Background: an optimization exercise with open tools, aiming at small area and a short achievable clock period. Do not read the settings as production practice.
At most, simulation tests tie the RTL to the original design; equivalence was not proved.

== west ==
Design ALUTop, start of the top module:
module ALUTop(Clk, ALUControl, A, B, Hi_in, Lo_in, ALUResult, Zero, Hi_out, Lo_out);
Size: roughly 5,700 cells after synthesis, ~0.043 mm² of cells after synthesis.
Settings: LEC_CHECK=0, ABC_AREA=1, CAP_MARGIN=20, CORE_MARGIN=2, CORE_UTILIZATION=60, SLEW_MARGIN=20, SYNTH_HIERARCHICAL=1, SYNTH_MINIMUM_KEEP_SIZE=0; clock period 14.0 ns.
standard.sh (not shown) runs the stock make flow with config.mk's settings and CLKGATE_MAP_FILE= SYNTH_SCRIPT=/design/flow/synth_recipe.tcl, a recipe that flattens the netlist after the stock synthesis.
==> flow/flow/run.sh <==
#!/bin/bash
set -euo pipefail
export SETUP_SLACK_MARGIN=${SETUP_MARGIN:-10}
bash standard.sh > standard.log 2>&1
Status: west FAILED at global routing (5_1_grt) (tool error)
What middle does differently from west at the input level:
Settings: changing CORE_UTILIZATION from 60 to 40.
==> flow/flow/run.sh <==
#!/bin/bash
set -euo pipefail
export SETUP_SLACK_MARGIN=${SETUP_MARGIN:-8}
bash standard.sh > standard.log 2>&1
[summary]
middle was carried through to the last stage, and its layout satisfied the timing, design-rule and antenna checks.
Reported for west and middle, share of synthesized cell area in and, or, nand and nor gates turned out identical to the last digit.
~same count of pins on the block boundary in west and middle
Placed wire-length estimate is lower on west
middle ended with less total of cells resized after clock tree synthesis than west.
Routability congestion estimate from global placement (west / middle): 1.09
Per the comparison of middle with west, setup slack after placement went down, cell total after placement rose about 7%.
Diff middle..west | synthesized area | unchanged
middle: effective utilization at floorplan 21 points below west
No run of this note included a check of the RTL's function; only the layout flow was run.

* * *

Setup of before:
ALUTop, a different RTL version from the one above (not shown whole).
For scale: roughly 5500 cells after synthesis, roughly 280 flip-flops, ~43000 µm² of cells after synthesis.
export LEC_CHECK = 0
export ABC_AREA = 1
export CAP_MARGIN = 35
export CORE_MARGIN = 2
export CORE_UTILIZATION = 40
export SLEW_MARGIN = 35
export SYNTH_HIERARCHICAL = 1
export SYNTH_MINIMUM_KEEP_SIZE = 0
create_clock -name core_clock -period 14.0 [get_ports {Clk}]
==> flow/flow/run.sh <==
#!/bin/bash
set -euo pipefail
export SETUP_SLACK_MARGIN=8.5
bash standard.sh > standard.log 2>&1
Setup changes, before to after
- CAP_MARGIN now 30, was 35
- SLEW_MARGIN now 30, was 35
--- a/flow/flow/run.sh
+++ b/flow/flow/run.sh
@@ -3 +3,2 @@
-export SETUP_SLACK_MARGIN=8.5
+export SETUP_SLACK_MARGIN=8
+export BUFFER_PORTS_ARGS="-buffer_cell sky130_fd_sc_hd__buf_1"
==> run notes <==
- after did not stop at any stage, and its layout met the timing, design-rule and antenna checks.
- Worst path setup slack after routing in after is 0.22 ns lower than in before
- What after reported for number of buffers inserted during clock tree synthesis has to be multiplied by 1.06 to get the figure for before.
- In the metrics for after and before, the one carrying the higher worst hold slack after final layout is before.
- Comparing final wirelength for after and before, the bigger number came from before.
- Compared with before, after shows a area of all placed cells without fillers that is 7.2% lower.

* * *

== onyx ==
Another version of the RTL of ALUTop (not shown whole).
Size: ~5400 cells after synthesis, roughly 230 flip-flops, roughly 230 I/O pins.
Settings: LEC_CHECK=0, ABC_AREA=1, CAP_MARGIN=35, CORE_MARGIN=2, CORE_UTILIZATION=40, SLEW_MARGIN=35, SYNTH_HIERARCHICAL=1, SYNTH_MINIMUM_KEEP_SIZE=0; clock period 14.0 ns.
==> flow/flow/run.sh <==
#!/bin/bash
set -euo pipefail
export SETUP_SLACK_MARGIN=7.5
bash standard.sh > standard.log 2>&1
The inputs of indigo differ from those of onyx as listed below.
Settings: SLEW_MARGIN now 30, was 35; CAP_MARGIN now 30, was 35.
--- a/flow/flow/run.sh
+++ b/flow/flow/run.sh
@@ -3,2 +3,3 @@
 export SETUP_SLACK_MARGIN=7.5
+export BUFFER_PORTS_ARGS="-buffer_cell sky130_fd_sc_hd__buf_1"
 bash standard.sh > standard.log 2>&1
--- outcome ---
indigo has completed all stages; timing, DRC and antenna checks passed. Compare onyx and indigo | first-iteration DRC count lower: indigo. Taking onyx as the reference, in indigo sequential cell count closely matched the old numbers; non-clock buffer count increased by 4 relative to the old numbers; worst-case setup margin in the final layout increased by 0.14 ns relative to the old numbers. Looking at routed wire length, indigo sits 3100 µm below onyx. Summary of the comparison: via count is lower in indigo, relative to onyx. onyx vs indigo, critical path capture point: Hi_out[26] vs Hi_out[21].

==> afterwards: timing with drivers on the ports <==
How much do the figures lean on ideal ports? The routed layouts below were timed once more, with nothing changed but the port constraints.
Step 1, drivers: a clkbuf_16 drives Clk and a buf_2 each remaining input, both assumed.
Step 2, shift: input delay + t, output delay - t, t = (earliest + latest rising clock arrival at the registers) / 2. This alone moves slack from input paths to output paths.
Three values: ideal ports, drivers, drivers and shift; two values: the first two.
| run | t (ns) | slack for setup (ns) | hold WS [ns] | worst register clock-pin slew, ns | worst data-port slew with drivers (ns) |
|---|---|---|---|---|---|
| middle | 0.730 | 7.070 / 7.070 / 7.070 | 0.643 / 0.643 / 0.643 | 0.08 / 0.08 | 0.06 |
| before | 0.697 | 8.183 / 8.183 / 8.183 | 0.618 / 0.618 / 0.618 | 0.07 / 0.07 | 0.19 |
| after | 0.668 | 7.967 / 7.967 / 7.967 | 0.580 / 0.580 / 0.580 | 0.08 / 0.08 | 0.18 |
| onyx | 0.685 | 7.173 / 7.173 / 7.173 | 0.562 / 0.562 / 0.562 | 0.07 / 0.07 | 0.06 |
| indigo | 0.708 | 7.312 / 7.312 / 7.312 | 0.560 / 0.560 / 0.560 | 0.07 / 0.07 | 0.05 |
After both steps setup and hold are still met in every run listed.
